Background: an optimization exercise with open tools, aiming at small area and a short achievable clock period. Do not read the settings as production practice. Where RTL was checked, it was by simulation tests only, not by an equivalence proof against the original. Power is estimated from default activity; no workload was simulated.

## delta
==> module cpu_core, before the edit <==
module cpu_core(
	input clk, reset,
	output[15:0] mem_addr,
	output[15:0] mem_wdata,
	output mem_we,
	input[15:0] mem_rdata
	);
	localparam FETCH = 2'd0, DECODE = 2'd1, EX = 2'd2, WB = 2'd3;
	reg [1:0] ph;
	reg [15:0] instr, pc, addr_q, opa, opb, alu_q;
	reg we_q, rst_q, r15_q;
	reg [15:0] wdata_q;
	reg cout;
	reg [1:0] cg1, psr1;	 
	reg [2:0] cg2, psr2;	 
	wire fetch = ph == FETCH;
	wire dec = ph == DECODE;
	wire ex = ph == EX;
	wire wb = ph == WB;
	assign mem_addr = addr_q;	 
	assign mem_wdata = wdata_q;	 
	assign mem_we = we_q;
	wire [3:0] op = instr[15:12];
	wire [3:0] ox = instr[7:4];
	wire [3:0] rd = instr[11:8];
	wire [3:0] rs = instr[3:0];
	wire c_r = (op == 4'b0000) | (op == 4'b1000 & ox[2]);
	wire c_i = (op == 4'b0101) | (op == 4'b1001) | (op == 4'b1011) | (op == 4'b0001) |
	           (op == 4'b0010) | (op == 4'b0011) | (op == 4'b1101) | (op == 4'b1111) |
	           (op == 4'b1000 & ~ox[2]);
	wire c_l = (op == 4'b0100) & (ox == 4'b0000);
	wire c_s = (op == 4'b0100) & (ox == 4'b0100);
	wire c_j = (op == 4'b0100) & (ox != 4'b0000) & (ox != 4'b0100);
	wire c_b = (op == 4'b1100);
	wire known = c_r | c_i | c_l | c_s | c_j | c_b;
	wire c_ri = c_r | c_i;
	wire [3:0] f = c_r ? ox : op;		 
	wire f_or = f == 4'b0010, f_xor = f == 4'b0011;
	wire f_add = f == 4'b0101, f_sub = f == 4'b1001, f_cmp = f == 4'b1011;
	wire f_sll = c_r ? (ox == 4'b0100) : (op == 4'b1000);
	wire lui = ~c_r & (op == 4'b1111);
	wire f_mov = c_r ? (ox == 4'b1101) : (op == 4'b1101) | lui;
	wire d_sub = c_ri & (f_sub | f_cmp);
	wire nx_act = dec & known | ex;
	wire nx_wb = ex;
	reg is_add, is_sub, setznl, psr_en, rf_we, imm_ovf;
	reg s_l, s_j, s_sum, s_mov, s_or, s_xor, s_sll;
	always @(posedge clk) begin
		is_add <= nx_wb & (c_ri & f_add | c_b);
		is_sub <= nx_wb & d_sub;
		setznl <= nx_wb & c_ri & f_cmp;
		psr_en <= nx_wb & c_ri;
		imm_ovf <= c_i;
		rf_we <= wb & c_ri & ~f_cmp | ex & (c_l | c_j & (ox == 4'b1000));
		s_l <= c_l;
		s_j <= c_j;
		s_sum <= nx_act & c_b | nx_wb & c_ri & (f_add | f_sub | f_cmp);
		s_mov <= c_ri & f_mov;
		s_or <= c_ri & f_or;
		s_xor <= c_ri & f_xor;
		s_sll <= c_ri & f_sll;
	end
	reg [15:0] rf [0:15];
	wire [3:0] ra = dec ? rs : rd;
	reg [15:0] port;
	integer i;
	always @(*) begin
		port = 16'd0;
		for (i = 0; i < 16; i = i + 1)
			port = port | ({16{ra == i}} & rf[i]);
	end
	always @(posedge clk)
		rst_q <= ~reset;
	wire [15:0] rf_d = alu_q & {16{~rst_q}};
	always @(posedge clk)
		for (i = 0; i < 16; i = i + 1)
			if (rst_q | rf_we & (rd == i))
				rf[i] <= rf_d;
	wire [15:0] se_imm = {{8{instr[7]}}, instr[7:0]};
	wire [15:0] b_src = (c_ri & ~c_r) ? (lui ? {instr[7:0], 8'd0} : se_imm) :
	                    c_b ? se_imm : port;
	wire [15:0] a = opa;
	wire [15:0] b = opb;			 
	wire b15 = opb[15] ^ is_sub;
	wire [16:0] sum = {1'b0, a} + {1'b0, opb} + {16'd0, is_sub};
	wire c16 = sum[16];
	wire sign17 = a[15] ^ opb[15] ^ c16;	 
	wire eq = &(a ^ opb);			 
	wire [31:0] shl = {16'd0, a} << b[3:0];
	wire [15:0] sll = b[15] ? ((b[14:4] == 11'h7ff) ? shl[31:16] : 16'd0)
	                        : ((b[14:4] == 11'h000) ? shl[15:0] : 16'd0);
	wire [15:0] pc1 = pc + 16'd1;
	reg [15:0] other;
	always @(*) begin
		if (s_l) other = mem_rdata;
		else if (s_j) other = pc1;
		else if (s_mov) other = b;
		else if (s_or) other = a | b;
		else if (s_xor) other = a ^ b;
		else if (s_sll) other = sll;
		else other = a & b;
	end
	wire [15:0] res = s_sum ? sum[15:0] : other;
	wire ovf_e = imm_ovf & a[15] & b15 & ~r15_q;
	wire ovf_w = (~sum[15] & a[15] & b15) | (sum[15] & ~a[15] & ~b15);
	always @(posedge clk) begin
		r15_q <= addr_q[15];		 
		if (rst_q) begin
			cg1 <= 2'b0;
			cg2 <= 3'b0;
			cout <= 1'b0;
		end else begin
			if (is_add) begin
				cg1 <= {ovf_w, sign17};
				cout <= sign17;
			end
			if (is_sub) begin
				cg1 <= {ovf_w | sign17, ~c16};
				cout <= sign17;
			end
			if (setznl)
				cg2 <= {sign17, eq, ~c16};
		end
		if (rst_q) begin
			psr1 <= 2'b0;
			psr2 <= 3'b0;
		end else if (psr_en) begin
			psr1 <= is_add ? {ovf_e, cout} : is_sub ? {ovf_e | sign17, ~c16} : cg1;
			psr2 <= setznl ? {sign17, eq, ~c16} : cg2;
		end
	end
	wire carry = psr1[0], fl = psr1[1], low = psr2[0], zero = psr2[1], neg = psr2[2];
	reg cond;
	always @(*)
		case (rd)
			4'b0000: cond = zero;
			4'b0001: cond = ~zero;
			4'b0010: cond = carry;
			4'b0011: cond = ~carry;
			4'b0100: cond = low;
			4'b0101: cond = ~low;
			4'b0110: cond = neg;
			4'b0111: cond = ~neg;
			4'b1000: cond = fl;
			4'b1001: cond = ~fl;
			4'b1010: cond = ~low & ~zero;
			4'b1011: cond = low & zero;
			4'b1100: cond = ~neg & ~zero;
			4'b1101: cond = neg | zero;
			4'b1110: cond = 1'b1;
			default: cond = 1'b0;
		endcase
	wire [15:0] target = (c_j & cond) ? opb : (c_b & cond) ? alu_q : pc1;
	wire [15:0] pc_next = wb ? target : pc;
	always @(posedge clk) begin
		if (~reset) begin
			ph <= FETCH;
			pc <= 16'd0;
			addr_q <= 16'd0;
			we_q <= 1'b0;
		end else begin
			case (ph)
				FETCH: ph <= DECODE;
				DECODE: ph <= known ? EX : FETCH;
				EX: ph <= WB;
				default: ph <= FETCH;
			endcase
			pc <= pc_next;
			addr_q <= (dec & known) ? port : (ex & (c_l | c_s)) ? opb : pc_next;
			we_q <= ex & c_s;
		end
		if (fetch)
			instr <= mem_rdata;
		if (dec)
			opb <= b_src ^ {16{d_sub}};
		opa <= c_b ? pc : port;
		wdata_q <= port;		 
		alu_q <= res;
	end
endmodule
Settings: LEC_CHECK=0, ABC_AREA=1, CAP_MARGIN=20, CORE_MARGIN=2, CORE_UTILIZATION=60, CTS_CLUSTER_DIAMETER=100, CTS_CLUSTER_SIZE=20, SLEW_MARGIN=20; clock period 10.0 ns.
standard.sh (not shown) runs the stock make flow with config.mk's settings and CLKGATE_MAP_FILE= SYNTH_SCRIPT=/design/flow/synth_recipe.tcl, a recipe that flattens the netlist after the stock synthesis.
==> flow/flow/run.sh <==
#!/bin/bash
set -euo pipefail
export SETUP_SLACK_MARGIN=7
bash standard.sh > standard.log 2>&1
> inputs changed (delta -> beta)
--- a/flow/design.v
+++ b/flow/design.v
@@ -9,7 +9,6 @@
 	reg [1:0] ph;
 	reg [15:0] instr, pc, addr_q, opa, opb, alu_q;
 	reg we_q, rst_q, r15_q;
-	reg [15:0] wdata_q;
 	reg cout;
 	reg [1:0] cg1, psr1;	 
 	reg [2:0] cg2, psr2;	 
@@ -18,7 +17,7 @@
 	wire ex = ph == EX;
 	wire wb = ph == WB;
 	assign mem_addr = addr_q;	 
-	assign mem_wdata = wdata_q;	 
+	assign mem_wdata = opa;		 
 	assign mem_we = we_q;
 	wire [3:0] op = instr[15:12];
 	wire [3:0] ox = instr[7:4];
@@ -174,7 +173,6 @@
 		if (dec)
 			opb <= b_src ^ {16{d_sub}};
 		opa <= c_b ? pc : port;
-		wdata_q <= port;		 
 		alu_q <= res;
 	end
 endmodule
On part of the total power dissipated in the clock network, the higher figure sits with beta, not delta. NOTE: met3 usage in global routing in beta exceeds that of delta. Taking delta as the reference, in beta delay of the slowest critical-path stage now sits lower, static leakage now sits lower, fraction of power consumed by combinational cells increased by 0.8 points relative to the old numbers, clock-buffer cell count fell 1. Area added between synthesis and finish: beta vs delta up 1.5 points. Per the comparison of beta with delta, power in sequential cells decreased by about 5% relative to the old numbers, count of buffers added by post-CTS timing repair for setup grew by 17, cell count after placement lower.
The RTL of beta was laid out without a check of its function.

==> what the ideal ports hide <==
How much do the figures lean on ideal ports? The routed layouts below were timed once more, with nothing changed but the port constraints.
Step 1 (the two cells are an assumption about what drives the block):
set clk [get_ports {clk}]
set_driving_cell -lib_cell sky130_fd_sc_hd__clkbuf_16 $clk
set_driving_cell -lib_cell sky130_fd_sc_hd__buf_2 [delete_from_list [all_inputs] $clk]
Step 2 moves the port delays by t, midway between the first and last clock arrival at a register: inputs arrive t later, outputs are due t later. That takes back most of the time a late clock gives input paths.
a / b / c = ideal / step 1 / step 2; a / b = the first two.
| run | t (ns) | setup WS [ns] | worst setup path at the end |
|---|---|---|---|
| delta | 0.596 | 6.929 / 6.873 / 6.414 | input to register |
| beta | 0.587 | 6.889 / 6.834 / 6.633 | input to register |
After both steps every run listed still meets setup and hold. For delta, which loses most, drivers alone change the setup slack by -0.056 ns; drivers and shift together by -0.515 ns.
